Source: an optimization exercise on an open RTL-to-GDS flow (aim: small area, a short achievable clock period and few clock cycles). Production flows keep margins and buffers that such runs may drop. Where RTL was checked, it was by simulation tests only, not by an equivalence proof against the original. Function not checked in runs 1, 2 and 5 to 7: the RTL went through the layout flow alone. Power is estimated from default activity; no workload was simulated.

**flow/run.sh**
```bash
#!/bin/bash
# synth_recipe.tcl (not shown) runs the flow's synth.tcl, then flattens the netlist and writes it again
# the make line also repeats each setting of config.mk as NAME=value (left out here)
make -C /OpenROAD-flow-scripts/flow DESIGN_CONFIG=/design/flow/config.mk WORK_HOME=/design/flow/orfs CLKGATE_MAP_FILE= SYNTH_SCRIPT=/design/flow/synth_recipe.tcl finish
```
**flow/config.mk**
```make
export PLATFORM = sky130hd
export DESIGN_NAME = rle
export DESIGN_NICKNAME = rle
export VERILOG_FILES = /design/flow/design.v
export SDC_FILE = /design/flow/constraint.sdc
export NUM_CORES = 4
export LEC_CHECK = 0
export CAP_MARGIN = 20
export CORE_MARGIN = 2
export CORE_UTILIZATION = 50
export SETUP_SLACK_MARGIN = 2.0
export SLEW_MARGIN = 20
```
**flow/constraint.sdc**
```tcl
create_clock -name core_clock -period 5.0 [get_ports {clk}]
set_input_delay 1.0000 -clock core_clock [delete_from_list [all_inputs] [get_ports {clk}]]
set_output_delay 1.0000 -clock core_clock [all_outputs]
set_load 0.01 [all_outputs]
```
**flow/design.v**
```verilog
module rle (
	clk,
	nreset,
	start,
	message_addr,
	message_size,
	rle_addr,
	rle_size,
	done,
        port_A_data_in,
        port_A_data_out,
        port_A_addr,
        port_A_we
	);
input	clk;
input	nreset;
input	start;
input 	[31:0] message_addr;
input	[31:0] message_size;
input	[31:0] rle_addr;
input   [31:0] port_A_data_out;
output  [31:0] port_A_data_in;
output  [15:0] port_A_addr;
output  port_A_we;
output	[31:0] rle_size;
output	done;
reg        busy;       
reg        done_r;
reg        we;         
reg        dv;         
reg        lastw;      
reg        fl;         
reg        fls;        
reg [13:0] ra;         
reg [13:0] wa;         
reg [10:0] wleft;      
reg [1:0]  nvl;        
reg [7:0]  val;        
reg [7:0]  cnt;        
reg [13:0] np;         
reg [3:0]  kq;         
reg [4:0]  T;          
reg [15:0] q0, q1, q2, q3, q4;
wire [7:0] b0 = port_A_data_out[7:0];
wire [7:0] b1 = port_A_data_out[15:8];
wire [7:0] b2 = port_A_data_out[23:16];
wire [7:0] b3 = port_A_data_out[31:24];
assign port_A_we = we;
assign port_A_data_in = {q1, q0};
assign port_A_addr = ~busy ? {message_addr[15:2], 2'b00} :
                     we ? {wa, 2'b00} : {ra, 2'b00};
assign rle_size = {17'd0, np, 1'b0};    
assign done = done_r;
wire have = (cnt != 8'd0);
wire part = lastw & (nvl != 2'd0);      
wire v1 = ~part | (nvl[1]);             
wire v2 = ~part | (nvl == 2'd3);        
wire v3 = ~part;                        
wire x0 = (b0 == val);
wire x1 = (b1 == b0);
wire x2 = (b2 == b1);
wire x3 = (b3 == b2);
wire s0 = (cnt == 8'd255);
wire s1 = (cnt == 8'd254);
wire s2 = (cnt == 8'd253);
wire s3 = (cnt == 8'd252);
wire B0 = ~have | ~x0 | s0;
wire B1 = v1 & (~x1 | (x0 & s1));
wire B2 = v2 & (~x2 | (x0 & x1 & s2));
wire B3 = v3 & (~x3 | (x0 & x1 & x2 & s3));
wire E0 = have & (~x0 | s0);
wire E1 = B1;
wire E2 = B2;
wire E3 = B3;
wire ke1 = E0 | E1 | E2 | E3;
wire ke2 = (E0 & (E1 | E2 | E3)) | (E1 & (E2 | E3)) | (E2 & E3);
wire ke3 = (E0 & E1 & (E2 | E3)) | (E2 & E3 & (E0 | E1));
wire ke4 = E0 & E1 & E2 & E3;
wire [7:0] cp1 = cnt + 8'd1;
wire [7:0] cp2 = cnt + 8'd2;
wire [7:0] cp3 = cnt + 8'd3;
wire [15:0] N0 = E0 ? {val, cnt} : E1 ? {b0, cp1} : E2 ? {b1, cp2} : {b2, cp3};
wire n1a = E0 & E1;
wire n1b = E2 & (E0 ^ E1);
wire [1:0] n1c = n1a ? 2'd1 : n1b ? (E0 ? 2'd2 : 2'd1) : (E0 ? 2'd3 : E1 ? 2'd2 : 2'd1);
wire [15:0] N1 = {n1a ? b0 : n1b ? b1 : b2, 6'd0, n1c};
wire n2a = E0 & E1 & E2;
wire [1:0] n2c = n2a ? 2'd1 : (E2 ? 2'd1 : E1 ? 2'd2 : 2'd3);
wire [15:0] N2 = {n2a ? b1 : b2, 6'd0, n2c};
wire [15:0] N3 = {b2, 8'd1};
wire [2:0] nv = part ? {1'b0, nvl} : 3'd4;
wire [7:0] cnt_w = B3 ? 8'd1 : B2 ? {5'd0, nv - 3'd2} : B1 ? {5'd0, nv - 3'd1} :
                   B0 ? {5'd0, nv} : cnt + {5'd0, nv};
wire [7:0] val_w = ~v1 ? b0 : ~v2 ? b1 : ~v3 ? b2 : b3;
wire W1 = we ? T[2] : T[0];
wire W2 = we & T[3];
wire W3 = we & T[4];
wire room = ~W2;
wire fire = dv & room;                  
wire flush = fl & room;                 
wire ins = fire | flush;
wire sh = ins & W1;                     
wire k1 = flush | ke1;
wire k2 = ~flush & ke2;
wire k3 = ~flush & ke3;
wire k4 = ~flush & ke4;
wire [4:0] Tn = ~ins ? {2'b0, W3, W2, W1} :
                W1 ? {k4, k3, k2, k1, 1'b1} : {1'b0, k4, k3, k2, k1};
wire [15:0] M0 = fire ? N0 : {val, cnt};
wire [15:0] S0 = we ? q2 : q0;
wire [15:0] S1 = we ? q3 : q1;
wire [15:0] S2 = we ? q4 : q2;
always @(posedge clk) begin
    if (~nreset) begin
        busy <= 1'b0;
        done_r <= 1'b0;
        we <= 1'b0;
    end
    else if (~busy) begin
        if (start) begin
            busy <= 1'b1;
            done_r <= 1'b0;
            we <= 1'b0;
            dv <= 1'b1;
            fl <= 1'b0;
            fls <= 1'b0;
            ra <= message_addr[15:2] + 14'd1;
            wa <= rle_addr[15:2];
            wleft <= message_size[12:2] + {10'd0, |message_size[1:0]} - 11'd1;
            lastw <= (message_size[13:2] + {11'd0, |message_size[1:0]}) == 12'd1;
            nvl <= message_size[1:0];
            cnt <= 8'd0;
            np <= 14'd0;
            kq <= 4'd0;
            T <= 5'd0;
        end
    end
    else begin
        if (we) begin
            wa <= wa + 14'd1;
            if (fire) dv <= 1'b0;
        end
        else begin
            if (wleft != 11'd0) begin
                ra <= ra + 14'd1;
                wleft <= wleft - 11'd1;
                dv <= 1'b1;
                lastw <= (wleft == 11'd1);
            end
            else if (fire)
                dv <= 1'b0;
        end
        if (fire) begin
            val <= val_w;
            cnt <= cnt_w;
            if (lastw) fl <= 1'b1;
        end
        if (flush) begin
            fl <= 1'b0;
            fls <= 1'b1;
        end
        kq <= ins ? {k4, k3, k2, k1} : 4'd0;
        np <= np + {11'd0, kq[3], kq[1] & ~kq[3], (kq[0] & ~kq[1]) | (kq[2] & ~kq[3])};
        T <= Tn;
        if (ins) begin
            q0 <= sh ? S0 : M0;
            q1 <= sh ? M0 : N1;
            q2 <= sh ? N1 : N2;
            q3 <= sh ? N2 : N3;
            q4 <= N3;
        end
        else begin
            q0 <= S0;
            q1 <= S1;
            q2 <= S2;
            q3 <= we ? q4 : q3;
        end
        we <= Tn[1] | ((fls | flush) & Tn[0]);
        if (we & fls & ~W1) begin
            busy <= 1'b0;
            done_r <= 1'b1;
            we <= 1'b0;
        end
    end
end
endmodule
```
==> summary.txt, run 1 <==
run status: finished clean
Die ar.: 21900 sq um
Worst Max-Slew Pin Slew: 943 ps
worst hold path type: flip-flop to flip-flop
unrepaired setup endpoints after global routing: true
Num Clock Sinks: 146
WS Path Type: primary input to flip-flop
Worst setup EP type: flip-flop
crit path cell chain: buf_12 -> xor2_4 -> nor4_4 -> and4_4 -> nor2_8 -> ha_4 -> and2_4 -> nand4_1 -> o22ai_4 -> buf_12 -> buf_16 -> nor2b_1 -> o311ai_2 -> o211ai_1
Routed WL per cell: 20.5 microns
Initial Util: 0.512
PnR worst setup slack: 1540 ps
synth top area cells: edfxtp_1 (41%), mux2i_1 (5.2%), xor2_1 (4.6%)
final hold violations: 0
fin. max-slew vios: 0
post-synthesis async set-or-reset flop share: 0
Worst Path Arrival: 3610 ps
drt first-iter violations: 959
First-pass DRT Iterations: 7
Synth Register Bits: 146
ant diodes: 0
setup total negative slack: 0 ps
post-synth top area share: 0.413
Detailed Place HPWL: 20100 microns
die extent in y: 148 microns
clk slew on worst S/H paths: 60 ps
Layout area overhead: 38.6%
row count: 52
routing usage on met2: 0.428
clock skew: 11.2 ps
H-Tree Depth: 4
Final Wtd Congestion: 0.903
endpoints failing setup: 0
nets@finish: 1445
LEAKAGE: 5.24 nW
Non-Filler Instances: 1571
layout cells sized above 1: 0.256
GRT overflow: 0
worst vdd ir: 0.000221 V
Mapped Avg Cell Area: 9.64 sq um
synth warn: 1
CTS tree: done
Synth Flop Type: edfxtp_1
Core ar.: 20300 sq um
EDFF count, synth: 143
worst slack at placement: 263 ps
routed vias: 9413
cell family with most CP delay: simple AND/OR/NAND/NOR gates
critical path data required time: 5140 ps
minimum clock period: 3460 ps
layer with the highest usage: met2
Tcrit/Tclk final: 0.693
synth unique cells: 80
Die Wd: 148 microns
met1 track demand over resource: 0.387
cell count after placement: 1450
first-pass GRT wire length: 47000 microns
CTS buffer count: 17
crit path launch type: primary input
Buf/Inv on CP: 3
register area share after synthesis: 0.419
Max Freq: 289 MHz
Mapped Cells: 1078
crit-path max FO: 6
Slew headroom: 0.369
initial antenna violation count: 0
CP most frequent cell: buf_12
post-synth top area cell: edfxtp_1
I/O pins: 213
detailed-route DRC error count: 0
I/O Buffers: 138
antenna-violating nets left: 0
Critical Path Max Stage Delay: 440 ps
pwr dens: 264 nW/um^2
max-capacitance violation count: 0
GR Util met3: 0.0540
root buf cell: clkbuf_16
R2R Setup Slk: 1540 ps
Cell Area, Synth: 10400 sq um
vias in the first global route: 8741
Post-Route WL: 32200 microns
Clock Tree Buf Depth: 2
critical path's slowest cell: nor4_4
maximum number of pins on one net before global-route repair: 43
vias per cell: 5.99
All-Layer GR Usage: 0.272
clock latency on the worst-skew pair: 430 ps
## power by group
part	switching [W]	total [W]	internal [W]
Combinational	0.000513	0.000936	0.000423
Clock	0.000552	0.00135	0.000793
Sequential	0.0000639	0.00152	0.00146
## placed cells by master (no fill, tap or decap), types with 14 or more instances in the layout
master,instances
a21oi_1,68
buf_4,94
buf_6,27
clkbuf_16,18
clkdlybuf4s50_1,97
conb_1,20
edfxtp_1,143
ha_1,20
inv_1,24
mux2i_1,50
nand2_1,89
nand3_1,35
nor2_1,78
nor2b_1,38
nor3_1,14
o21ai_0,31
o21ai_1,17
xnor2_1,30
xor2_1,38
## final cells by class
cell class / count / area (sq um)
multi-input combinational: 823 / 6420
fill: 1532 / 5900
sequential: 146 / 4360
timing repair buffer: 268 / 2540
clock buffer: 18 / 429
tap: 270 / 338
clock inverter: 14 / 179
inverter: 32 / 130
## path summary, 6_finish.rpt
check,from,end,cells after the start
hold reg to reg,done_r,done_r,2
hold / removal,done_r,done_r,2
setup / recovery,port_A_data_out[7],q1[12],14
setup reg to reg,cnt[5],q1[12],14
## stage by stage
stage               hold WS [ps]  total power [W]  cell area [sq um]  utilization
global route                 501          0.00394              14400        0.709
global placement             474          0.00231              12200        0.602
detailed placement           477          0.00232              12200        0.602
floorplan                    406          0.00203              10800            -
finish                       492          0.00380              14400        0.709
CTS                          485          0.00373              13700        0.674
## logic make-up (layout without fill, tap and decap cells)
logic type                 after synthesis  count (layout)  synth area share
AOI/OAI and AO/OA                      246             247             0.161
adders and majority gates               27              27            0.0337
DFF                                    146             146             0.419
buffers and inverters                  129             332            0.0599
other                                    1              20          0.000361
xor gates and xnor gates                90              90            0.0759
and+or+nand+nor                        382             382             0.195
muxes                                   57              57            0.0553
## flip-flops by register name, summed over array words and instances, names as in the netlist
signal / cells
q4: 8
wa: 14
ra: 14
q1: 16
dv: 1
fls: 1
nvl: 2
T: 4
kq: 4
cnt: 8
val: 8
fl: 1
np: 14
wleft: 11
q2: 10
busy: 1
q0: 16
q3: 10
lastw: 1
we: 1
done_r: 1
## tightest hold or removal path: cells and delay by family, from the launching register on
kind / cells / cell delay, ps
flops: 1 / 310
compound gates: 2 / 140
## routing by layer
layer / part of all wire / vias up
met3: 0.069 / 87
met2: 0.47 / 443
met4: 0.037 / 0
met5: 0 / -
li1: - / 4341
met1: 0.43 / 4542
## timing repair
item,CTS,global route
setup endpoints to repair,84,75
pin swaps,43,64
hold buffers,0,0
setup buffers,48,38
cloned,2,1
gates resized for setup,161,117
## synth_stat cells (all sizes together) (6+ instances only)
library cell / count
edfxtp: 143
nand2: 91
nor2: 83
a21oi: 75
mux2i: 54
xor2: 54
o21ai: 51
buf: 50
clkbuf: 47
nor2b: 44
nand3: 39
xnor2: 36
inv: 29
ha: 24
nor3: 21
and2: 19
nand4: 13
nor4: 13
o211ai: 13
a211oi: 11
a31oi: 11
and3: 11
o221ai: 10
nand2b: 9
o31ai: 9
a222oi: 8
o211a: 8
or3: 8
a21boi: 7
o311ai: 7
nor3b: 6
==> inputs of run 2 (changes only) <==
--- a/flow/config.mk
+++ b/flow/config.mk
@@ -7,6 +7,5 @@
 export LEC_CHECK = 0
 export CAP_MARGIN = 20
 export CORE_MARGIN = 2
-export CORE_UTILIZATION = 50
-export SETUP_SLACK_MARGIN = 2.0
+export CORE_UTILIZATION = 40
 export SLEW_MARGIN = 20
==> run 2 against run 1 <==
Effect of this change:
- combinational power decreased by 22%
- worst hold slack better by 30 ps
- first-iteration DRC count shrank 34%
- largest cell class unchanged
- largest power group unchanged
==> summary.txt, run 2 <==
root buf cell: clkbuf_16
crit path cell chain: clkdlybuf4s50_1 -> xor2_1 -> nor4_4 -> and4_1 -> nor2_8 -> ha_1 -> and2_1 -> nand4_1 -> o22ai_2 -> buf_12 -> and2_1 -> o311ai_0 -> o211ai_1
initial antenna violation count: 0 (unchanged)
I/O Buffers: 138 (unchanged)
minimum clock period: 4210 ps (+747 ps)
Buf/Inv on CP: 2 (-1)
PnR worst setup slack: 788 ps (-747 ps)
row count: 58 (+12%)
CTS tree: done
Commonest cells post-synth: edfxtp_1 (143), nand2_1 (90), nor2_1 (82), a21oi_1 (74)
PostCTS Resize Cnt: 0 (-100%)
Worst setup EP type: flip-flop
worst slack at placement: 388 ps (+124 ps)
Initial Util: 0.410 (-0.102)
Synth Flop Type: edfxtp_1
synth warn: 1 (unchanged)
Post-CTS Setup Bufs: 0 (-100%)
Die Wd: 165 microns (+11%)
H-Tree Depth: 4 (unchanged)
critical path's slowest cell: clkdlybuf4s50_1
first-pass GRT wire length: 43300 microns (-8.0%)
vias in the first global route: 8186 (-6.3%)
top-count cell post-synth: edfxtp_1
mux contribution to synthesized area: 0.0553 (unchanged)
largest family of logic cells by synthesized area: simple AND/OR/NAND/NOR gates
Critical Path Max Stage Delay: 540 ps (+100 ps)
drt first-iter violations: 637 (-34%)
Post-Route WL: 27000 microns (-16%)
CP most frequent cell: and2_1
Synth Register Bits: 146 (unchanged)
register area share after synthesis: 0.419 (unchanged)
vias per cell: 5.57 (-7.0%)
post-synthesis xor/xnor area fraction: 0.0759 (unchanged)
setup total negative slack: 0 ps (unchanged)
simple-gate area share of the yosys netlist: 0.195 (unchanged)
CTS buffer count: 17 (unchanged)
Num Clock Sinks: 146 (unchanged)
synthesized-area fraction occupied by adder cells: 0.0337 (unchanged)
biggest regs: q0: 16 flops, q1: 16 flops
ant diodes: 0 (unchanged)
Worst Max-Slew Pin Slew: 1080 ps (+137 ps)
clock skew: 13.1 ps (+1.90 ps)
Layout area overhead: 21.4%
Mapped Avg Cell Area: 9.64 sq um (unchanged)
WS Path Type: primary input to flip-flop
nets@finish: 1347 (-6.8%)
detailed-route DRC error count: 0 (unchanged)
hold buffers post-CTS: 0 (unchanged)
worst hold path type: flip-flop to flip-flop
synth unique cells: 80 (unchanged)
Tcrit/Tclk final: 0.842 (+0.149)
Core ar.: 25300 sq um (+25%)
EDFF count, synth: 143 (unchanged)
crit path launch type: primary input
Compound-Gate Fraction of Synth Area: 0.161 (unchanged)
worst vdd ir: 0.000207 V (-6.6%)
max-capacitance violation count: 0 (unchanged)
Detailed Place HPWL: 19800 microns (-1.3%)
Routed WL per cell: 17.6 microns (-14%)
clk slew on worst S/H paths: 70 ps (about the same)
I/O pins: 213 (unchanged)
GRT overflow: 0 (unchanged)
Max Freq: 237 MHz (-18%)
Slew headroom: 0.261 (-0.107)
layout cells sized above 1: 0.0831 (-0.173)
fin. max-slew vios: 0 (unchanged)
Worst Path Arrival: 4370 ps (+760 ps)
Power Total: 0.00353 W (-7.1%)
Filler Cells Inserted: 2412 (+57%)
Die ar.: 27300 sq um (+24%)
First-pass DRT Iterations: 6 (-1)
pwr dens: 280 nW/um^2 (+6.1%)
critical path data required time: 5150 ps (about the same)
unrepaired setup endpoints after global routing: false
post-synth top area share: 0.413 (unchanged)
synth top area cells: edfxtp_1 (41%), mux2i_1 (5.2%), xor2_1 (4.6%)
Final Wtd Congestion: 0.908 (+0.51%)
Clock Tree Buf Depth: 2 (unchanged)
Mapped Cells: 1078 (unchanged)
die extent in y: 165 microns (+11%)
Fin Hold WS: 521 ps (+29.5 ps)
cell family with most CP delay: simple AND/OR/NAND/NOR gates
antenna-violating nets left: 0 (unchanged)
LEAKAGE: 4.44 nW (-15%)
endpoints failing setup: 0 (unchanged)
maximum number of pins on one net before global-route repair: 83 (+93%)
Non-Filler Instances: 1533 (-2.4%)
crit-path max FO: 14 (+8)
Cell Area, Synth: 10400 sq um (unchanged)
All-Layer GR Usage: 0.202 (-0.0701)
clock latency on the worst-skew pair: 430 ps (about the same)
most common library cell in the layout ignoring fill and taps: edfxtp_1
run status: finished clean
post-synthesis async set-or-reset flop share: 0 (unchanged)
routed vias: 8542 (-9.3%)
final hold violations: 0 (unchanged)
commonest cells after routing, fill and taps aside: edfxtp_1 (143), clkdlybuf4s50_1 (138), nand2_1 (90)
cell count after placement: 1501 (+3.5%)
post-synth top area cell: edfxtp_1
-- run 2: cell counts after synthesis --
Identical to the previous run, type by type.
-- run 2: metrics by stage --
step | utilization | cell area (sq um)
detailed placement | 0.475 | 12000
global route | 0.498 | 12600
global placement | 0.475 | 12000
floorplan | - | 10500
CTS | 0.498 | 12600
finish | 0.498 | 12600
-- run 2: final cells by class --
type | count | area, sq um | share of cell area
flip-flops and latches | 146 | 4360 | 0.346
inverters | 32 | 120 | 0.00953
well taps | 330 | 413 | 0.0328
clock inverters | 15 | 140 | 0.0111
clock buffers | 17 | 425 | 0.0337
multi-input cells | 822 | 5510 | 0.437
repair buffers | 171 | 1640 | 0.130
-- run 2: worst paths after layout --
kind | from | endpoint | slack (ps) | cells past startpoint
worst max-delay path | port_A_data_out[4] | q1[10] | 790 | 13
worst min-delay path | done_r | done_r | 520 | 2
worst max register to register | cnt[0] | q1[10] | 1090 | 13
worst min register to register | done_r | done_r | 520 | 2
-- run 2: worst register-to-register path: cells and delay by family (launching register included) --
| family | cells | cell delay, ps |
|---|---|---|
| compound gates | 3 | 790 |
| fa+ha+maj | 2 | 500 |
| buf+inv | 2 | 360 |
| flops | 1 | 560 |
| simple gates | 6 | 1430 |
-- run 2: kinds of logic after synthesis --
kind of cell,Yosys count
DFF,146
and+or+nand+nor,382
buffers and inverters,129
other,1
muxes,57
xor gates and xnor gates,90
adders and majority gates,27
AOI/OAI and AO/OA,246
-- run 2: report_power, final --
part | total (W) | internal [W] | switching (W) | leakage [nW]
registers | 0.00154 | 0.00146 | 0.0000808 | 1.37
clock network | 0.00127 | 0.000661 | 0.000609 | 0.280
logic | 0.000726 | 0.000327 | 0.000399 | 2.79
-- run 2: routing by layer --
layer | vias to the layer above | track usage | share of wire
met2 | 261 | 0.323 | 0.47
met5 | - | 0 | 0
met3 | 23 | 0.0332 | 0.058
met4 | 0 | 0.0617 | 0.017
met1 | 4090 | 0.282 | 0.46
li1 | 4168 | - | -
==> inputs of run 3 (changes only) <==
--- a/flow/design.v
+++ b/flow/design.v
@@ -37,6 +37,8 @@
 reg [1:0]  nvl;        
 reg [7:0]  val;        
 reg [7:0]  cnt;        
+reg        have;       
+reg        hi;         
 reg [13:0] np;         
 reg [3:0]  kq;         
 reg [4:0]  T;          
@@ -51,7 +53,6 @@
                      we ? {wa, 2'b00} : {ra, 2'b00};
 assign rle_size = {17'd0, np, 1'b0};    
 assign done = done_r;
-wire have = (cnt != 8'd0);
 wire part = lastw & (nvl != 2'd0);      
 wire v1 = ~part | (nvl[1]);             
 wire v2 = ~part | (nvl == 2'd3);        
@@ -60,10 +61,10 @@
 wire x1 = (b1 == b0);
 wire x2 = (b2 == b1);
 wire x3 = (b3 == b2);
-wire s0 = (cnt == 8'd255);
-wire s1 = (cnt == 8'd254);
-wire s2 = (cnt == 8'd253);
-wire s3 = (cnt == 8'd252);
+wire s0 = hi & (cnt[1:0] == 2'd3);
+wire s1 = hi & (cnt[1:0] == 2'd2);
+wire s2 = hi & (cnt[1:0] == 2'd1);
+wire s3 = hi & (cnt[1:0] == 2'd0);
 wire B0 = ~have | ~x0 | s0;
 wire B1 = v1 & (~x1 | (x0 & s1));
 wire B2 = v2 & (~x2 | (x0 & x1 & s2));
@@ -91,6 +92,7 @@
 wire [2:0] nv = part ? {1'b0, nvl} : 3'd4;
 wire [7:0] cnt_w = B3 ? 8'd1 : B2 ? {5'd0, nv - 3'd2} : B1 ? {5'd0, nv - 3'd1} :
                    B0 ? {5'd0, nv} : cnt + {5'd0, nv};
+wire hi_w = ~(B0 | B1 | B2 | B3) & (part ? (cnt >= 8'd252 - {6'd0, nvl}) : (cnt >= 8'd248));
 wire [7:0] val_w = ~v1 ? b0 : ~v2 ? b1 : ~v3 ? b2 : b3;
 wire W1 = we ? T[2] : T[0];
 wire W2 = we & T[3];
@@ -130,6 +132,8 @@
             lastw <= (message_size[13:2] + {11'd0, |message_size[1:0]}) == 12'd1;
             nvl <= message_size[1:0];
             cnt <= 8'd0;
+            have <= 1'b0;
+            hi <= 1'b0;
             np <= 14'd0;
             kq <= 4'd0;
             T <= 5'd0;
@@ -153,6 +157,8 @@
         if (fire) begin
             val <= val_w;
             cnt <= cnt_w;
+            have <= 1'b1;
+            hi <= hi_w;
             if (lastw) fl <= 1'b1;
         end
         if (flush) begin
--- a/flow/config.mk
+++ b/flow/config.mk
@@ -7,5 +7,6 @@
 export LEC_CHECK = 0
 export CAP_MARGIN = 20
 export CORE_MARGIN = 2
-export CORE_UTILIZATION = 40
+export CORE_UTILIZATION = 50
+export SETUP_SLACK_MARGIN = 2.0
 export SLEW_MARGIN = 20
==> run 3 against run 2 <==
Effect of this change:
- synthesized cell count shrank 1.1%
- sequential cell count increased by 2
- still clean
- synthesized area down 0.59%
- critical path type unchanged
- critical path depth did not move
- first-iteration DRC count up 10%
- final area grew 5.2%
- clock power about the same
- total power increased by 5.8%
- sequential power barely moved
- wire length increased by 7.2%
==> summary.txt, run 3 <==
drt first-iter violations: 702 (+10%)
Mapped Avg Cell Area: 9.69 sq um (+0.53%)
Detailed Place HPWL: 20100 microns (+1.2%)
unrepaired setup endpoints after global routing: true
Layout area overhead: 28.4%
layout cells sized above 1: 0.182 (+0.0994)
I/O pins: 213 (unchanged)
top-count cell post-synth: edfxtp_1
Tcrit/Tclk final: 0.638 (-0.204)
run status: finished clean
CP most frequent cell: o211ai_1
die extent in y: 148 microns (-11%)
clk slew on worst S/H paths: 70 ps (about the same)
Max Freq: 313 MHz (+32%)
routed vias: 8726 (+2.2%)
detailed-route DRC error count: 0 (unchanged)
endpoints failing setup: 0 (unchanged)
CTS tree: done
minimum clock period: 3190 ps (-1020 ps)
Filler Cells Inserted: 1673 (-31%)
Routed WL per cell: 19.4 microns (+10%)
most common library cell in the layout ignoring fill and taps: edfxtp_1
LEAKAGE: 4.95 nW (+12%)
post-synth top area share: 0.422 (+0.00827)
Commonest cells post-synth: edfxtp_1 (145), nor2_1 (98), nand2_1 (97), a21oi_1 (79), mux2i_1 (56)
synth top area cells: edfxtp_1 (42%), mux2i_1 (5.4%), xnor2_1 (4.5%)
critical path's slowest cell: o311ai_4
first-pass GRT wire length: 45400 microns (+4.8%)
pwr dens: 282 nW/um^2 (+0.61%)
Post-Route WL: 29000 microns (+7.2%)
nets@finish: 1371 (+1.8%)
hold buffers post-CTS: 0 (unchanged)
critical path data required time: 5140 ps (about the same)
final hold violations: 0 (unchanged)
crit path launch type: primary input
post-synthesis async set-or-reset flop share: 0 (unchanged)
Final Wtd Congestion: 0.860 (-5.2%)
synth unique cells: 79 (-1.3%)
antenna-violating nets left: 0 (unchanged)
Initial Util: 0.510 (+0.100)
post-synth top area cell: edfxtp_1
crit-path max FO: 5 (-9)
EDFF count, synth: 145 (+1.4%)
Critical Path Max Stage Delay: 350 ps (-190 ps)
Synth Flop Type: edfxtp_1
maximum number of pins on one net before global-route repair: 65 (-22%)
Worst Max-Slew Pin Slew: 983 ps (-97.1 ps)
crit path cell chain: buf_12 -> xnor2_4 -> nand4_4 -> o311ai_4 -> nand2_4 -> ha_4 -> nand3_2 -> nor3_2 -> a21oi_2 -> buf_6 -> mux2_4 -> o211ai_1 -> o211ai_1
Die Wd: 148 microns (-11%)
worst slack at placement: 647 ps (+259 ps)
H-Tree Depth: 4 (unchanged)
clock latency on the worst-skew pair: 430 ps (about the same)
row count: 52 (-10%)
Cell Area, Synth: 10300 sq um (-0.59%)
Buf/Inv on CP: 2 (unchanged)
Core ar.: 20200 sq um (-20%)
Mapped Cells: 1066 (-1.1%)
root buf cell: clkbuf_16
ant diodes: 0 (unchanged)
Num Clock Sinks: 148 (+1.4%)
register area share after synthesis: 0.427 (+0.00830)
setup total negative slack: 0 ps (unchanged)
fin. max-slew vios: 0 (unchanged)
commonest cells after routing, fill and taps aside: edfxtp_1 (145), clkdlybuf4s50_1 (97), nand2_1 (94)
synth warn: 1 (unchanged)
Clock Tree Buf Depth: 2 (unchanged)
I/O Buffers: 138 (unchanged)
PnR worst setup slack: 1810 ps (+1020 ps)
First-pass DRT Iterations: 5 (-1)
biggest regs: q0: 16 flops, q1: 16 flops
worst vdd ir: 0.000234 V (+13%)
cell family with most CP delay: compound AO/OA/AOI/OAI gates
initial antenna violation count: 0 (unchanged)
WS Path Type: primary input to flip-flop
CTS buffer count: 17 (unchanged)
Worst Path Arrival: 3330 ps (-1040 ps)
Worst setup EP type: flip-flop
Synth Register Bits: 148 (+1.4%)
All-Layer GR Usage: 0.266 (+0.0639)
vias per cell: 5.85 (+5.0%)
Slew headroom: 0.340 (+0.0790)
Die ar.: 21800 sq um (-20%)
GRT overflow: 0 (unchanged)
worst hold path type: flip-flop to flip-flop
clock skew: 11.2 ps (-1.94 ps)
max-capacitance violation count: 0 (unchanged)
vias in the first global route: 8006 (-2.2%)
[run 3: cell count changes after synthesis, sizes merged, moves of 6 or more]
cell and delta:
nor2b -20, xor2 -20, xnor2 +17, nor2 +16, and2 -14, clkbuf -11, o21ai -10, o21bai +9
a222oi -8, mux2 +8, inv +7, nand2 +7, a21oi +6
[run 3: area by class of cell]
class	count	area (sq um)	share of cell area
multi-input cells	815	6030	0.455
flip-flops and latches	148	4420	0.333
repair buffers	188	1710	0.129
clock buffers	17	425	0.0321
well taps	270	338	0.0255
clock inverters	15	169	0.0127
inverters	38	159	0.0120
repair inverters	1	5.00	0.000377
[run 3: worst paths after layout]
path	to	slack (ps)	cells past startpoint	from
max	q1[10]	1810	13	port_A_data_out[4]
min	done_r	530	1	done_r
max reg2reg	q1[10]	1900	12	cnt[1]
min reg2reg	done_r	530	1	done_r
[run 3: logic make-up (layout without fill, tap and decap cells)]
family          count (synthesis)  after routing  synth area share
simple gates                  366            366             0.177
compound gates                244            244             0.160
flops                         148            148             0.427
buf+inv                       122            259            0.0559
xor+xnor                       87             87            0.0738
mux                            67             67            0.0663
fa+ha+maj                      31             31            0.0390
other cells                     1             20          0.000363
[run 3: repair_timing]
item / in CTS / in global routing
gates resized for setup: 204 / 50
setup endpoints to repair: 102 / 65
cloned: 2 / 0
setup buffers: 24 / 8
pin swaps: 29 / 13
[run 3: layer usage]
metal	track usage	routed length, microns	part of all wire	vias to the layer above
li1	-	-	-	4178
met5	0	0	0	-
met1	0.414	13600	0.47	4194
met3	0.0395	2050	0.071	32
met2	0.395	13000	0.45	322
met4	0.0534	291	0.010	0
[run 3: per-stage QoR]
stage	total power [W]	hold WS (ps)	util	cells	cell area, sq um
2_1_floorplan	0.00210	504	-	1085	10700
5_1_grt	0.00389	562	0.655	1492	13300
4_1_cts	0.00372	537	0.647	1484	13100
3_5_place_dp	0.00239	521	0.600	1426	12100
3_3_place_gp	0.00238	516	0.600	1426	12100
6_report	0.00374	535	0.655	1492	13300
[run 3: power by group]
| group | leakage [nW] | internal [W] | switching [W] |
|---|---|---|---|
| logic | 3.27 | 0.000390 | 0.000495 |
| clock network | 0.288 | 0.000710 | 0.000588 |
| registers | 1.39 | 0.00148 | 0.0000786 |
[run 3: worst reg2reg max path, stage by stage, from the launching register on]
cell	delay, ps
edfxtp_1	590
ha_1	230
nand2_1	100
o311ai_4	370
nand2_4	90
ha_4	220
nand3_2	60
nor3_2	40
a21oi_2	280
buf_6	200
mux2_4	320
o211ai_1	180
o211ai_1	130
Testbench counts of run 3, summed over its fixed seeds: cycles 22,297.
==> inputs of run 4 (changes only) <==
==> flow/flow/run.sh (new file) <==
#!/bin/bash
# The standard layout, with every port buffered by a plain buf_1 cell
# (the resizer may still size it up) instead of the default delay buffer.
set -euo pipefail
export BUFFER_PORTS_ARGS="-buffer_cell sky130_fd_sc_hd__buf_1"
bash standard.sh > standard_flow.log 2>&1
==> flow/standard.sh (new file) <==
#!/bin/bash
# synth_recipe.tcl (not shown) runs the flow's synth.tcl, then flattens the netlist and writes it again
# the make line also repeats each setting of config.mk as NAME=value (left out here)
make -C /OpenROAD-flow-scripts/flow DESIGN_CONFIG=/design/flow/config.mk WORK_HOME=/design/flow/orfs CLKGATE_MAP_FILE= SYNTH_SCRIPT=/design/flow/synth_recipe.tcl "${@:-finish}"
removed: flow/run.sh
==> run 4 against run 3 <==
Effect of this change:
- still clean on timing, DRC and antenna
- clock-buffer cell count rose by 2
- synthesized cell count stayed put
- die area unchanged
- sequential share of layout area increased by 1.9 points
- worst hold slack improved by 12 ps
- global-route usage down 1.2 points
- highest routed layer unchanged
==> summary.txt, run 4 <==
Non-Filler Instances: 1495 (+0.20%)
Die Wd: 148 microns (unchanged)
pwr dens: 290 nW/um^2 (+2.8%)
Tcrit/Tclk final: 0.645 (+0.00651)
internal power: 0.00254 W (-1.3%)
nets@finish: 1375 (+0.29%)
vias per cell: 5.74 (-1.8%)
H-Tree Depth: 4 (unchanged)
Synth Flop Type: edfxtp_1
Max Freq: 310 MHz (-1.0%)
Critical Path Max Stage Delay: 320 ps (-30 ps)
crit path cell chain: buf_12 -> xnor2_4 -> nand4_4 -> buf_6 -> o31ai_4 -> ha_4 -> nand3_2 -> nor3_2 -> a21oi_2 -> buf_6 -> mux2_4 -> buf_6 -> nor2_4 -> o221ai_2
critical path data required time: 5150 ps (about the same)
R2R Setup Slk: 1840 ps (-60 ps)
Logic pwr share: 0.225 (-0.012)
commonest cells after routing, fill and taps aside: edfxtp_1 (145), buf_1 (114), nand2_1 (93)
Buf/Inv on CP: 4 (+2)
I/O Buffers: 138 (unchanged)
Detailed Place HPWL: 19700 microns (-1.6%)
I/O pins: 213 (unchanged)
simple-gate area share of the yosys netlist: 0.177 (unchanged)
Initial Util: 0.510 (unchanged)
CTS buffer count: 17 (unchanged)
GRT overflow: 0 (unchanged)
cell count after placement: 1422 (-0.28%)
die extent in y: 148 microns (unchanged)
Worst setup EP type: flip-flop
Fin Hold WS: 547 ps (+12.4 ps)
Post-Route WL: 28200 microns (-2.7%)
Final Wtd Congestion: 0.855 (-0.65%)
post-synth top area cell: edfxtp_1
most common library cell in the layout ignoring fill and taps: edfxtp_1
Slew headroom: 0.371 (+0.0304)
crit path launch type: primary input
clock skew: 12.3 ps (+1.11 ps)
layout cells sized above 1: 0.162 (-0.0209)
synth warn: 1 (unchanged)
WS Path Type: primary input to flip-flop
cell family with most CP delay: compound AO/OA/AOI/OAI gates
detailed-route DRC error count: 0 (unchanged)
crit-path max FO: 5 (unchanged)
Area after DPL: 11200 sq um (-7.4%)
clk slew on worst S/H paths: 60 ps (about the same)
Mapped Cells: 1066 (unchanged)
ant diodes: 0 (unchanged)
Layout area overhead: 21.3%
synth top area cells: edfxtp_1 (42%), mux2i_1 (5.4%), xnor2_1 (4.5%)
maximum number of pins on one net before global-route repair: 42 (-35%)
Synth Register Bits: 148 (unchanged)
Die ar.: 21800 sq um (unchanged)
Power Total: 0.00363 W (-2.9%)
CP most frequent cell: buf_6
Cell Area, Synth: 10300 sq um (unchanged)
root buf cell: clkbuf_16
register share of total power: 0.428 (+0.012)
post-synthesis xor/xnor area fraction: 0.0738 (unchanged)
unrepaired setup endpoints after global routing: true
First-pass DRT Iterations: 5 (unchanged)
antenna-violating nets left: 0 (unchanged)
biggest regs: q0: 16 flops, q1: 16 flops
hold buffers post-CTS: 0 (unchanged)
top-count cell post-synth: edfxtp_1
All-Layer GR Usage: 0.254 (-0.0122)
Routed WL per cell: 18.9 microns (-2.9%)
Net Sw Power: 0.00109 W (-6.4%)
initial antenna violation count: 0 (unchanged)
mux contribution to synthesized area: 0.0663 (unchanged)
synthesized-area fraction occupied by adder cells: 0.0390 (unchanged)
Worst Path Arrival: 3370 ps (+40 ps)
minimum clock period: 3220 ps (+32.6 ps)
setup total negative slack: 0 ps (unchanged)
LEAKAGE: 4.56 nW (-7.8%)
worst hold path type: flip-flop to flip-flop
Num Clock Sinks: 148 (unchanged)
Final Cell Area: 12500 sq um (-5.6%)
endpoints failing setup: 0 (unchanged)
register area share after synthesis: 0.427 (unchanged)
Compound-Gate Fraction of Synth Area: 0.160 (unchanged)
clock latency on the worst-skew pair: 430 ps (about the same)
switching part of the total power: 0.299 (-0.0112)
routed vias: 8582 (-1.7%)
largest family of logic cells by synthesized area: simple AND/OR/NAND/NOR gates
fin. max-slew vios: 0 (unchanged)
synth unique cells: 79 (unchanged)
CTS tree: done
post-synth top area share: 0.422 (unchanged)
worst vdd ir: 0.000221 V (-5.6%)
max-capacitance violation count: 0 (unchanged)
EDFF count, synth: 145 (unchanged)
Core ar.: 20200 sq um (unchanged)
Mapped Avg Cell Area: 9.69 sq um (unchanged)
drt first-iter violations: 724 (+3.1%)
final hold violations: 0 (unchanged)
Clock Tree Buf Depth: 2 (unchanged)
clock share of power: 0.347 (about the same)
row count: 52 (unchanged)
vias in the first global route: 7812 (-2.4%)
post-synthesis async set-or-reset flop share: 0 (unchanged)
first-pass GRT wire length: 43400 microns (-4.4%)
critical path's slowest cell: mux2_4
run status: finished clean
Commonest cells post-synth: edfxtp_1 (145), nor2_1 (98), nand2_1 (97), a21oi_1 (79), mux2i_1 (56)
Worst Max-Slew Pin Slew: 938 ps (-45.3 ps)
[run 4: cell types whose count changed in the layout (fill, tap and decap cells not counted), sizes merged, moves of 3 or more]
cell	previous run	this run
buf	77	186
clkdlybuf4s50	97	0
dlygate4sd2	4	0
inv	41	37
clkdlybuf4s15	3	0
[run 4: layout make-up]
class                   count  area (sq um)
multi-input cells         816          5920
flip-flops and latches    148          4420
repair buffers            191          1130
repair inverters            1          5.00
clock inverters            12           133
well taps                 270           338
clock buffers              19           433
fillers                  1784          7710
inverters                  38           149
[run 4: worst paths after layout]
check / start / to / depth (start not counted)
setup / recovery: port_A_data_out[6] / q2[10] / 14
hold / removal: q3[12] / q1[12] / 2
setup reg to reg: cnt[1] / q2[10] / 12
hold reg to reg: q3[12] / q1[12] / 2
[run 4: through the flow]
| step | utilization | worst slack [ps] |
|---|---|---|
| final | 0.619 | 1780 |
| after global routing | 0.619 | 1720 |
| after CTS | 0.600 | 1870 |
| after detailed placement | 0.556 | 886 |
| after global placement | 0.556 | 892 |
| after floorplan | - | 1520 |
[run 4: worst reg2reg max path: stages, from the launching register on]
cell and delay, ps:
edfxtp_1 550, ha_1 310, and2_1 210, o31ai_4 340
ha_4 260, nand3_2 60, nor3_2 40, a21oi_2 260
buf_6 190, mux2_4 320, buf_6 120, nor2_4 90
o221ai_2 130
[run 4: timing repair]
item,4_1_cts,5_1_grt
setup buffers,15,23
pin swaps,16,21
resized for setup,64,35
endpoints found under the setup margin,76,63
cloned,2,1
endpoints found under the hold margin,0,0
[run 4: kinds of logic after synthesis]
kind of cell	Yosys count
xor+xnor	87
simple gates	366
compound gates	244
other cells	1
fa+ha+maj	31
mux	67
flops	148
buf+inv	122
[run 4: routing by layer]
metal / up-vias / track usage / wire length [microns]
met3: 33 / 0.0444 / 1910
met4: 0 / 0.0591 / 399
li1: 4204 / - / -
met1: 4060 / 0.382 / 13300
met5: - / 0 / 0
met2: 285 / 0.383 / 12600
[run 4: power groups by stage]
stage                     registers [W]  logic (W)  clock network (W)
after global placement          0.00158   0.000713                  0
after floorplan                 0.00156   0.000541                  0
after global routing            0.00156   0.000894            0.00133
after CTS                       0.00155   0.000766            0.00128
final                           0.00155   0.000818            0.00126
after detailed placement        0.00158   0.000722                  0
==> inputs of run 5 (changes only) <==
--- a/flow/design.v
+++ b/flow/design.v
@@ -82,7 +82,7 @@
 wire [7:0] cp3 = cnt + 8'd3;
 wire [15:0] N0 = E0 ? {val, cnt} : E1 ? {b0, cp1} : E2 ? {b1, cp2} : {b2, cp3};
 wire n1a = E0 & E1;
-wire n1b = E2 & (E0 ^ E1);
+wire n1b = (E0 | E1) & E2;
 wire [1:0] n1c = n1a ? 2'd1 : n1b ? (E0 ? 2'd2 : 2'd1) : (E0 ? 2'd3 : E1 ? 2'd2 : 2'd1);
 wire [15:0] N1 = {n1a ? b0 : n1b ? b1 : b2, 6'd0, n1c};
 wire n2a = E0 & E1 & E2;
@@ -110,8 +110,6 @@
                 W1 ? {k4, k3, k2, k1, 1'b1} : {1'b0, k4, k3, k2, k1};
 wire [15:0] M0 = fire ? N0 : {val, cnt};
 wire [15:0] S0 = we ? q2 : q0;
-wire [15:0] S1 = we ? q3 : q1;
-wire [15:0] S2 = we ? q4 : q2;
 always @(posedge clk) begin
     if (~nreset) begin
         busy <= 1'b0;
@@ -134,9 +132,6 @@
             cnt <= 8'd0;
             have <= 1'b0;
             hi <= 1'b0;
-            np <= 14'd0;
-            kq <= 4'd0;
-            T <= 5'd0;
         end
     end
     else begin
@@ -165,22 +160,6 @@
             fl <= 1'b0;
             fls <= 1'b1;
         end
-        kq <= ins ? {k4, k3, k2, k1} : 4'd0;
-        np <= np + {11'd0, kq[3], kq[1] & ~kq[3], (kq[0] & ~kq[1]) | (kq[2] & ~kq[3])};
-        T <= Tn;
-        if (ins) begin
-            q0 <= sh ? S0 : M0;
-            q1 <= sh ? M0 : N1;
-            q2 <= sh ? N1 : N2;
-            q3 <= sh ? N2 : N3;
-            q4 <= N3;
-        end
-        else begin
-            q0 <= S0;
-            q1 <= S1;
-            q2 <= S2;
-            q3 <= we ? q4 : q3;
-        end
         we <= Tn[1] | ((fls | flush) & Tn[0]);
         if (we & fls & ~W1) begin
             busy <= 1'b0;
@@ -189,4 +168,17 @@
         end
     end
 end
+always @(posedge clk) begin
+    kq <= (busy & ins) ? {k4, k3, k2, k1} : 4'd0;
+    T <= busy ? Tn : 5'd0;
+    if (start & ~busy)
+        np <= 14'd0;
+    else
+        np <= np + {11'd0, kq[3], kq[1] & ~kq[3], (kq[0] & ~kq[1]) | (kq[2] & ~kq[3])};
+    q0 <= ins ? (sh ? S0 : M0) : S0;
+    q1 <= ins ? (sh ? M0 : N1) : q3;
+    q2 <= ins ? (sh ? N1 : N2) : q4;
+    q3 <= sh ? N2 : N3;
+    q4 <= N3;
+end
 endmodule
==> run 5 against run 4 <==
Effect of this change:
- still clean
- clock-buffer cell count is 2 lower
- maximum frequency rose by 6.8%
- synthesized cell count down 4.2%
- critical path depth fell by 4
- synthesized area down 12%
- wire length is 12% lower
- first-iteration DRC count fell by 27%
- combinational power down 13%
- worst setup slack improved by 210 ps
- critical endpoint is now q2[15]
- largest cell class unchanged
==> summary.txt, run 5 <==
run status: finished clean
All-Layer GR Usage: 0.251 (-0.00272)
CTS buffer count: 17 (unchanged)
detailed-route DRC error count: 0 (unchanged)
synth unique cells: 59 (-25%)
Die ar.: 19300 sq um (-12%)
Routed WL per cell: 17.7 microns (-6.0%)
register area share after synthesis: 0.396 (-0.0319)
Worst setup EP type: flip-flop
worst hold path type: flip-flop to flip-flop
fin. max-slew vios: 0 (unchanged)
most common library cell in the layout ignoring fill and taps: buf_1
routed vias: 8007 (-6.7%)
maximum number of pins on one net before global-route repair: 48 (+14%)
CTS tree: done
Slew headroom: 0.272 (-0.0990)
Core ar.: 17900 sq um (-12%)
critical path data required time: 5310 ps (+160 ps)
root buf cell: clkbuf_16
Clock Tree Buf Depth: 2 (unchanged)
First-pass DRT Iterations: 5 (unchanged)
WS Path Type: primary input to flip-flop
crit-path max FO: 5 (unchanged)
minimum clock period: 3020 ps (-205 ps)
vias per cell: 5.74 (about the same)
Worst Path Arrival: 3320 ps (-50 ps)
LEAKAGE: 4.07 nW (-11%)
Num Clock Sinks: 148 (unchanged)
multi-input logic area: 5340 sq um (-9.7%)
biggest regs: q0: 16 flops, q1: 16 flops
Die Wd: 139 microns (-6.0%)
Commonest cells post-synth: a21oi_1 (102), nor2_1 (101), dfxtp_1 (85), nand2_1 (75), edfxtp_1 (63)
Fin Hold WS: 429 ps (-118 ps)
post-synthesis async set-or-reset flop share: 0 (unchanged)
Final Wtd Congestion: 0.842 (-1.5%)
H-Tree Depth: 4 (unchanged)
final hold violations: 0 (unchanged)
endpoints failing setup: 0 (unchanged)
post-synth top area share: 0.208 (-0.213)
top-count cell post-synth: a21oi_1
I/O pins: 213 (unchanged)
clock skew: 9.99 ps (-2.27 ps)
Tcrit/Tclk final: 0.603 (-0.0411)
Non-Filler Instances: 1395 (-6.7%)
I/O Buffers: 138 (unchanged)
commonest cells after routing, fill and taps aside: buf_1 (116), a21oi_1 (101), nor2_1 (98)
Mapped Cells: 1021 (-4.2%)
max-capacitance violation count: 0 (unchanged)
Mapped Avg Cell Area: 8.90 sq um (-8.2%)
EDFF count, synth: 63 (-57%)
first-pass GRT wire length: 39100 microns (-9.9%)
Synth Register Bits: 148 (unchanged)
synth top area cells: edfxtp_1 (21%), dfxtp_1 (19%), a21oi_1 (5.6%)
Cell Area, Synth: 9080 sq um (-12%)
initial antenna violation count: 0 (unchanged)
Detailed Place HPWL: 16800 microns (-15%)
drt first-iter violations: 529 (-27%)
setup total negative slack: 0 ps (unchanged)
pwr dens: 318 nW/um^2 (+9.5%)
hold buffers post-CTS: 0 (unchanged)
Max Freq: 331 MHz (+6.8%)
post-synth top area cell: edfxtp_1
ant diodes: 0 (unchanged)
Post-Route WL: 24700 microns (-12%)
Filler Cells Inserted: 1639 (-8.1%)
nets@finish: 1313 (-4.5%)
worst vdd ir: 0.000258 V (+17%)
vias in the first global route: 7404 (-5.2%)
GRT overflow: 0 (unchanged)
antenna-violating nets left: 0 (unchanged)
row count: 49 (-5.8%)
unrepaired setup endpoints after global routing: true
crit path launch type: primary input
Worst Max-Slew Pin Slew: 1090 ps (+152 ps)
clock latency on the worst-skew pair: 440 ps (about the same)
die extent in y: 139 microns (-6.0%)
Initial Util: 0.507 (-0.00292)
synth warn: 1 (unchanged)
Seq. cell area: 3600 sq um (-19%)
Synth Flop Type: dfxtp_1
clk slew on worst S/H paths: 70 ps (about the same)
layout cells sized above 1: 0.139 (-0.0227)
Layout area overhead: 20.1%
cell count after placement: 1335 (-6.1%)
run 5: kinds of logic after synthesis:
group                      synth area share
and+or+nand+nor                       0.162
AOI/OAI and AO/OA                     0.178
DFF                                   0.396
buffers and inverters                0.0572
xor gates and xnor gates             0.0897
muxes                                0.0752
adders and majority gates            0.0416
other                              0.000413
run 5: final timing paths:
kind / startpoint / end / slack (ps) / depth (start not counted)
min reg2reg: q4[12] / q2[12] / 430 / 2
min: q4[12] / q2[12] / 430 / 2
max reg2reg: nvl[1] / q0[5] / 2050 / 13
max: port_A_data_out[6] / q2[15] / 1980 / 10
run 5: worst max-delay path: stages:
cell	delay, ps
clkbuf_2	140
xor2_1	220
nor4_4	370
and3_4	280
a31oi_4	150
buf_6	180
or3_4	460
mux2_4	320
a22oi_2	110
o21ai_1	90
run 5: power breakdown:
part / total (W) / internal, W / switching, W
combinational: 0.000710 / 0.000285 / 0.000425
sequential: 0.00147 / 0.00139 / 0.0000839
clock: 0.00128 / 0.000667 / 0.000613
run 5: stage by stage:
stage                      util  cell area [sq um]  setup slack (ps)  total power [W]
after floorplan               -               9200              2010          0.00194
after global placement    0.542               9690              1120          0.00213
after detailed placement  0.542               9690              1070          0.00213
after CTS                 0.591              10600              1930          0.00344
after global routing      0.609              10900              1940          0.00362
final                     0.609              10900              1980          0.00346
run 5: area by class of cell:
cell class	count	share of cell area
clock inverter	15	0.0141
multi-input combinational	777	0.490
tap	229	0.0263
sequential	148	0.330
clock buffer	17	0.0390
inverter	30	0.0111
timing repair buffer	179	0.0896
run 5: metal layers:
layer,GRT usage,up-vias,part of all wire
met3,0.0442,44,0.062
met1,0.356,3795,0.46
met4,0.0829,0,0.021
met2,0.391,291,0.46
met5,0,-,0
li1,-,3877,-
run 5: what timing repair did:
| action | in CTS | in global routing |
|---|---|---|
| setup buffers | 14 | 12 |
| endpoints found under the hold margin | 0 | 0 |
| endpoints found under the setup margin | 80 | 58 |
| gates cloned | 2 | 0 |
| gates resized for setup | 38 | 65 |
| pin swaps | 9 | 19 |
==> inputs of run 6 (changes only) <==
--- a/flow/config.mk
+++ b/flow/config.mk
@@ -8,5 +8,7 @@
 export CAP_MARGIN = 20
 export CORE_MARGIN = 2
 export CORE_UTILIZATION = 50
+export CTS_BUF_LIST = sky130_fd_sc_hd__clkbuf_8
+export CTS_CLUSTER_SIZE = 20
 export SETUP_SLACK_MARGIN = 2.0
 export SLEW_MARGIN = 20
==> run 6 against run 5 <==
Effect of this change:
- still clean
- worst hold slack improved by 1.1 ps
- synthesized area did not move
- global-route usage fell by 0.50 points
- final cell count fell by 0.22%
- sequential power barely moved
- via count barely moved
- clock power fell by 26%
- final area fell by 2.5%
- critical endpoint is now q2[13]
- highest routed layer unchanged
==> summary.txt, run 6 <==
run status: finished clean
post-synthesis async set-or-reset flop share: 0 (unchanged)
Area after DPL: 9690 sq um (unchanged)
crit-path max FO: 7 (+2)
clock skew: 15.1 ps (+5.12 ps)
HP Start: q4[12]
Worst Path Arrival: 3370 ps (+50 ps)
worst hold path type: flip-flop to flip-flop
endpoints failing setup: 0 (unchanged)
row count: 49 (unchanged)
Commonest cells post-synth: a21oi_1 (102), nor2_1 (101), dfxtp_1 (85), nand2_1 (75), edfxtp_1 (63)
minimum clock period: 3020 ps (-1.71 ps)
commonest cells after routing, fill and taps aside: buf_1 (119), a21oi_1 (101), nor2_1 (97)
final hold violations: 0 (unchanged)
Tcrit/Tclk final: 0.603 (about the same)
Max Freq: 332 MHz (about the same)
All-Layer GR Usage: 0.246 (-0.00499)
Seq. cell area: 3600 sq um (about the same)
first-pass GRT wire length: 38300 microns (-1.8%)
antenna-violating nets left: 0 (unchanged)
Synth Flop Type: dfxtp_1
nets@finish: 1310 (-0.23%)
Mapped Avg Cell Area: 8.90 sq um (unchanged)
biggest regs: q0: 16 flops, q1: 16 flops
setup total negative slack: 0 ps (unchanged)
critical path data required time: 5360 ps (+50 ps)
H-Tree Depth: 4 (unchanged)
worst vdd ir: 0.000209 V (-19%)
Cell Area, Synth: 9080 sq um (unchanged)
post-synth top area cell: edfxtp_1
Die Wd: 139 microns (unchanged)
CTS buffer count: 17 (unchanged)
Layout area overhead: 17.1%
max-capacitance violation count: 0 (unchanged)
vias in the first global route: 7331 (-0.99%)
layout cells sized above 1: 0.127 (-0.0117)
Mapped Cells: 1021 (unchanged)
initial antenna violation count: 0 (unchanged)
Finished Core Util: 0.594 (-0.0152)
multi-input logic area: 5300 sq um (-0.80%)
Synth Register Bits: 148 (unchanged)
detailed-route DRC error count: 0 (unchanged)
I/O Buffers: 138 (unchanged)
Post-Route WL: 24500 microns (-0.79%)
Fin Hold WS: 431 ps (+1.11 ps)
Reg2Reg Launch Point: nvl[1]
drt first-iter violations: 582 (+10%)
maximum number of pins on one net before global-route repair: 48 (unchanged)
die extent in y: 139 microns (unchanged)
synth unique cells: 59 (unchanged)
Final Wtd Congestion: 0.842 (unchanged)
ant diodes: 0 (unchanged)
routed vias: 8010 (+0.037%)
First-pass DRT Iterations: 5 (unchanged)
synth top area cells: edfxtp_1 (21%), dfxtp_1 (19%), a21oi_1 (5.6%)
FF-to-FF End: q0[5]
Clock Tree Buf Depth: 2 (unchanged)
Worst Max-Slew Pin Slew: 915 ps (-175 ps)
EDFF count, synth: 63 (unchanged)
fin. max-slew vios: 0 (unchanged)
WS Path Type: primary input to flip-flop
Filler Cells Inserted: 1667 (+1.7%)
I/O pins: 213 (unchanged)
Slew headroom: 0.390 (+0.118)
post-synth top area share: 0.208 (unchanged)
Hold Path Sink: q2[12]
Worst setup EP type: flip-flop
top-count cell post-synth: a21oi_1
crit path launch type: primary input
hold buffers post-CTS: 0 (unchanged)
worst-case reg-to-reg path depth: 13 (unchanged)
Die ar.: 19300 sq um (unchanged)
Routed WL per cell: 17.6 microns (-0.58%)
Num Clock Sinks: 148 (unchanged)
R2R Setup Slk: 2030 ps (-20 ps)
root buf cell: clkbuf_8
clk slew on worst S/H paths: 100 ps (+30 ps)
LEAKAGE: 3.94 nW (-3.4%)
Detailed Place HPWL: 16800 microns (unchanged)
register area share after synthesis: 0.396 (unchanged)
vias per cell: 5.75 (+0.25%)
Initial Util: 0.507 (unchanged)
GRT overflow: 0 (unchanged)
worst hold path stage count: 2 (unchanged)
CTS tree: done
most common library cell in the layout ignoring fill and taps: buf_1
Final Cell Area: 10600 sq um (-2.5%)
clock latency on the worst-skew pair: 470 ps (+30 ps)
unrepaired setup endpoints after global routing: true
pwr dens: 293 nW/um^2 (-7.8%)
synth warn: 1 (unchanged)
Core ar.: 17900 sq um (unchanged)
[run 6: critical path, cell delays in order]
cell and delay [ps]:
buf_2 150, xor2_2 180, nor4_4 370, buf_4 180
and3_4 220, a31oi_4 180, buf_6 180, or3_4 370
mux2_1 320, o21ai_0 140, o21ai_1 80
[run 6: layout make-up]
class                           count  area share
Multi-Input combinational cell    777       0.498
Sequential cell                   148       0.339
Timing Repair Buffer              176      0.0880
Tap cell                          229      0.0269
Clock buffer                       17      0.0220
Clock inverter                     15      0.0145
Inverter                           30      0.0114
[run 6: cell families after synthesis]
logic type | count (synthesis) | synth area share
flip-flops | 148 | 0.396
adder cells (fa/ha/maj) | 29 | 0.0416
AND/OR/NAND/NOR | 304 | 0.162
XOR/XNOR | 93 | 0.0897
buffers and inverters | 116 | 0.0572
multiplexers | 66 | 0.0752
other | 1 | 0.000413
AO/OA/AOI/OAI | 264 | 0.178
[run 6: how the worst max path moves through the flow]
stage	to	depth (start not counted)	slack [ps]	from
after floorplan	q2[15]	9	2010	port_A_data_out[4]
after global placement	q3[13]	10	1120	port_A_data_out[6]
after detailed placement	q1[9]	9	1070	port_A_data_out[6]
after CTS	q0[10]	13	1930	nvl[1]
after global routing	q0[5]	13	1890	nvl[1]
final	q2[13]	11	1980	port_A_data_out[6]
[run 6: repair_timing]
| item | 4_1_cts | 5_1_grt |
|---|---|---|
| gates cloned | 0 | 2 |
| gates resized for setup | 23 | 63 |
| buffers inserted | 14 | 9 |
| pin swaps | 6 | 12 |
| setup endpoints to repair | 81 | 70 |
[run 6: metal layers]
layer,vias up,global-route usage,part of all wire
li1,3874,-,-
met1,3808,0.351,0.47
met2,285,0.382,0.46
met3,43,0.0452,0.059
met4,0,0.0766,0.019
met5,-,0,0
[run 6: stage by stage]
stage / cells / worst slack, ps / total power, W
finish: 1392 / 1980 / 0.00311
global route: 1392 / 1890 / 0.00327
global placement: 1335 / 1120 / 0.00213
detailed placement: 1335 / 1070 / 0.00213
CTS: 1381 / 1930 / 0.00309
floorplan: 1040 / 2010 / 0.00194
[run 6: report_power, final]
group | internal [W] | switching [W]
sequential | 0.00139 | 0.0000838
combinational | 0.000277 | 0.000421
clock | 0.000375 | 0.000568
==> inputs of run 7 (changes only) <==
--- a/flow/config.mk
+++ b/flow/config.mk
@@ -8,7 +8,5 @@
 export CAP_MARGIN = 20
 export CORE_MARGIN = 2
 export CORE_UTILIZATION = 50
-export CTS_BUF_LIST = sky130_fd_sc_hd__clkbuf_8
-export CTS_CLUSTER_SIZE = 20
-export SETUP_SLACK_MARGIN = 2.0
+export SETUP_SLACK_MARGIN = 2.5
 export SLEW_MARGIN = 20
==> run 7 against run 6 <==
Effect of this change:
- still clean
- maximum frequency decreased by 0.33%
- final cell count is 5.2% higher
- die area did not move
- via count is 7.3% higher
- synthesized cell count stayed put
- clock skew fell by 5.4 ps
- worst hold slack better by 2.6 ps
- combinational power up 32%
- sequential share of layout area shrank 5.5 points
==> summary.txt, run 7 <==
Routed WL per cell: 20.1 microns (+14%)
root buf cell: clkbuf_16
Tcrit/Tclk final: 0.605 (+0.00198)
synth top area cells: edfxtp_1 (21%), dfxtp_1 (19%), a21oi_1 (5.6%)
R2R Setup Slk: 2120 ps (+90 ps)
register area share after synthesis: 0.396 (unchanged)
post-synthesis async set-or-reset flop share: 0 (unchanged)
drt first-iter violations: 701 (+20%)
clock latency on the worst-skew pair: 430 ps (-40 ps)
crit-path max FO: 5 (-2)
H-Tree Depth: 4 (unchanged)
cell count after placement: 1333 (-0.15%)
All-Layer GR Usage: 0.276 (+0.0299)
Post-Route WL: 29400 microns (+20%)
final hold violations: 0 (unchanged)
largest family of logic cells by synthesized area: compound AO/OA/AOI/OAI gates
vias per cell: 5.87 (+2.0%)
unrepaired setup endpoints after global routing: true
Synth Register Bits: 148 (unchanged)
post-synthesis xor/xnor area fraction: 0.0897 (unchanged)
first-pass GRT wire length: 42700 microns (+11%)
Detailed Place HPWL: 16700 microns (-0.57%)
antenna-violating nets left: 0 (unchanged)
Die Wd: 139 microns (unchanged)
I/O Buffers: 138 (unchanged)
Reg2Reg Launch Point: val[2]
Core ar.: 17900 sq um (unchanged)
Worst setup EP type: flip-flop
CTS buffer count: 17 (unchanged)
Max Freq: 331 MHz (-0.33%)
Hold Path Sink: q2[12]
post-synth top area cell: edfxtp_1
biggest regs: q0: 16 flops, q1: 16 flops
fin. max-slew vios: 0 (unchanged)
synthesized-area fraction occupied by adder cells: 0.0416 (unchanged)
CTS tree: done
Synth Flop Type: dfxtp_1
HP Start: q4[12]
worst hold path stage count: 2 (unchanged)
synth warn: 1 (unchanged)
PnR worst setup slack: 1970 ps (-9.91 ps)
Worst Path Arrival: 3330 ps (-40 ps)
WS Path Type: primary input to flip-flop
Slew headroom: 0.391 (+0.00105)
worst hold path type: flip-flop to flip-flop
Mapped Cells: 1021 (unchanged)
crit path launch type: primary input
vias in the first global route: 8149 (+11%)
Fin Hold WS: 433 ps (+2.55 ps)
Commonest cells post-synth: a21oi_1 (102), nor2_1 (101), dfxtp_1 (85), nand2_1 (75), edfxtp_1 (63)
top-count cell post-synth: a21oi_1
Layout area overhead: 39.6%
crit path cell chain: buf_12 -> xor2_4 -> nor4_4 -> nand4_1 -> buf_6 -> a21o_4 -> or3_4 -> mux2_4 -> o21ai_2 -> o21ai_1
Worst Max-Slew Pin Slew: 908 ps (-6.90 ps)
worst slack at placement: 1250 ps (+175 ps)
commonest cells after routing, fill and taps aside: buf_1 (101), nor2_1 (91), dfxtp_1 (83)
Cell Area, Synth: 9080 sq um (unchanged)
ant diodes: 0 (unchanged)
Die ar.: 19300 sq um (unchanged)
maximum number of pins on one net before global-route repair: 45 (-6.3%)
pwr dens: 295 nW/um^2 (+0.74%)
initial antenna violation count: 0 (unchanged)
LEAKAGE: 4.73 nW (+20%)
FF-to-FF End: q2[13]
simple-gate area share of the yosys netlist: 0.162 (unchanged)
setup total negative slack: 0 ps (unchanged)
row count: 49 (unchanged)
minimum clock period: 3030 ps (+9.91 ps)
Final Wtd Congestion: 0.811 (-3.8%)
Non-Filler Instances: 1465 (+5.2%)
Clock Tree Buf Depth: 2 (unchanged)
critical path's slowest cell: or3_4
clock skew: 9.71 ps (-5.40 ps)
Compound-Gate Fraction of Synth Area: 0.178 (unchanged)
endpoints failing setup: 0 (unchanged)
worst-case reg-to-reg path depth: 10 (-3)
Critical Path Max Stage Delay: 470 ps (+100 ps)
die extent in y: 139 microns (unchanged)
worst vdd ir: 0.000270 V (+29%)
First-pass DRT Iterations: 6 (+1)
routed vias: 8598 (+7.3%)
mux contribution to synthesized area: 0.0752 (unchanged)
nets@finish: 1383 (+5.6%)
clk slew on worst S/H paths: 60 ps (-40 ps)
critical path data required time: 5310 ps (-50 ps)
EDFF count, synth: 63 (unchanged)
Mapped Avg Cell Area: 8.90 sq um (unchanged)
Num Clock Sinks: 148 (unchanged)
Power Total: 0.00374 W (+20%)
GRT overflow: 0 (unchanged)
run status: finished clean
post-synth top area share: 0.208 (unchanged)
detailed-route DRC error count: 0 (unchanged)
max-capacitance violation count: 0 (unchanged)
most common library cell in the layout ignoring fill and taps: buf_1
Initial Util: 0.507 (unchanged)
synth unique cells: 59 (unchanged)
I/O pins: 213 (unchanged)
hold buffers post-CTS: 0 (unchanged)
layout cells sized above 1: 0.291 (+0.164)
## run 7: cell counts after synthesis
No cell type changed its count.
## run 7: critical path: cells and delay by family
family / cells / cell delay (ps)
and+or+nand+nor: 3 / 1060
AOI/OAI and AO/OA: 3 / 460
muxes: 1 / 340
buffers and inverters: 2 / 270
xor gates and xnor gates: 1 / 180
## run 7: worst max-delay path by stage
stage | start | to | slack, ps | cells past startpoint
floorplan | port_A_data_out[4] | q2[15] | 2040 | 9
finish | port_A_data_out[6] | q2[13] | 1970 | 10
global route | port_A_data_out[6] | q2[14] | 1970 | 10
global placement | nvl[1] | q3[11] | 1240 | 11
detailed placement | nvl[1] | q3[14] | 1250 | 11
CTS | port_A_data_out[4] | q2[14] | 2100 | 11
## run 7: per-stage QoR
stage | instance area, sq um | utilization
2_1_floorplan | 9470 | -
3_3_place_gp | 9840 | 0.550
3_5_place_dp | 9840 | 0.550
4_1_cts | 11900 | 0.664
5_1_grt | 12700 | 0.708
6_report | 12700 | 0.708
## run 7: where the power goes
group | internal, W | total [W] | switching [W] | leakage, nW
Clock | 0.000818 | 0.00135 | 0.000528 | 0.299
Sequential | 0.00139 | 0.00148 | 0.0000847 | 1.30
Combinational | 0.000397 | 0.000917 | 0.000520 | 3.13
Total | 0.00261 | 0.00374 | 0.00113 | 4.73
## run 7: routing by layer
metal | up-vias | wire (microns) | track usage
met5 | - | 0 | 0
met4 | 0 | 1260 | 0.117
met3 | 116 | 2330 | 0.0542
met2 | 436 | 13500 | 0.426
met1 | 4031 | 12300 | 0.381
li1 | 4015 | - | -
## run 7: kinds of logic after synthesis
kind of cell               Yosys count
AOI/OAI and AO/OA                  264
xor gates and xnor gates            93
adders and majority gates           29
buffers and inverters              116
DFF                                148
muxes                               66
other                                1
and+or+nand+nor                    304
## run 7: what timing repair did
action | in CTS | in global routing
endpoints found under the setup margin | 108 | 81
setup buffers | 57 | 33
pin swaps | 67 | 51
cloned | 9 | 1
resized for setup | 195 | 133
## run 7: final cells by class
cell class	instances	area, sq um
clock buffers	21	462
clock inverters	11	146
fillers	1310	5230
inverters	30	121
multi-input cells	779	6170
flip-flops and latches	148	3600
well taps	229	287
repair buffers	246	1880
repair inverters	1	5.00

[afterwards: timing with drivers on the ports]
The results above use ideal ports. As a check the final layouts listed here were re-extracted and re-timed, cells and wires unchanged.
Step 1 sets driving cells, clkbuf_16 on the clock port and buf_2 on the other inputs (assumed; they add their load-dependent delay and slew).
Step 2 times the ports against the registers' clock, not the clock port: input delays grow and output delays shrink by t, the midpoint of the rising clock arrivals with the driver on.
a / b / c = ideal ports / drivers / drivers and shift; a / b = the first two.
run | t (ns) | setup WS [ns] | worst setup path after step 2 | pins driven straight from the clock port
run 1 | 0.471 | 1.536 / 1.536 / 1.068 | input to register | 1
run 2 | 0.475 | 0.788 / 0.808 / 0.333 | input to register | 1
run 3 | 0.470 | 1.810 / 1.811 / 1.341 | input to register | 1
run 4 | 0.467 | 1.777 / 1.762 / 1.295 | input to register | 1
run 5 | 0.480 | 1.983 / 1.986 / 1.506 | input to register | 1
run 6 | 0.508 | 1.984 / 2.007 / 1.500 | input to register | 1
run 7 | 0.468 | 1.974 / 1.972 / 1.504 | input to register | 1
After both steps every run listed still meets setup and hold. For run 6, which loses most, drivers alone change the setup slack by +0.023 ns; drivers and shift together by -0.484 ns.
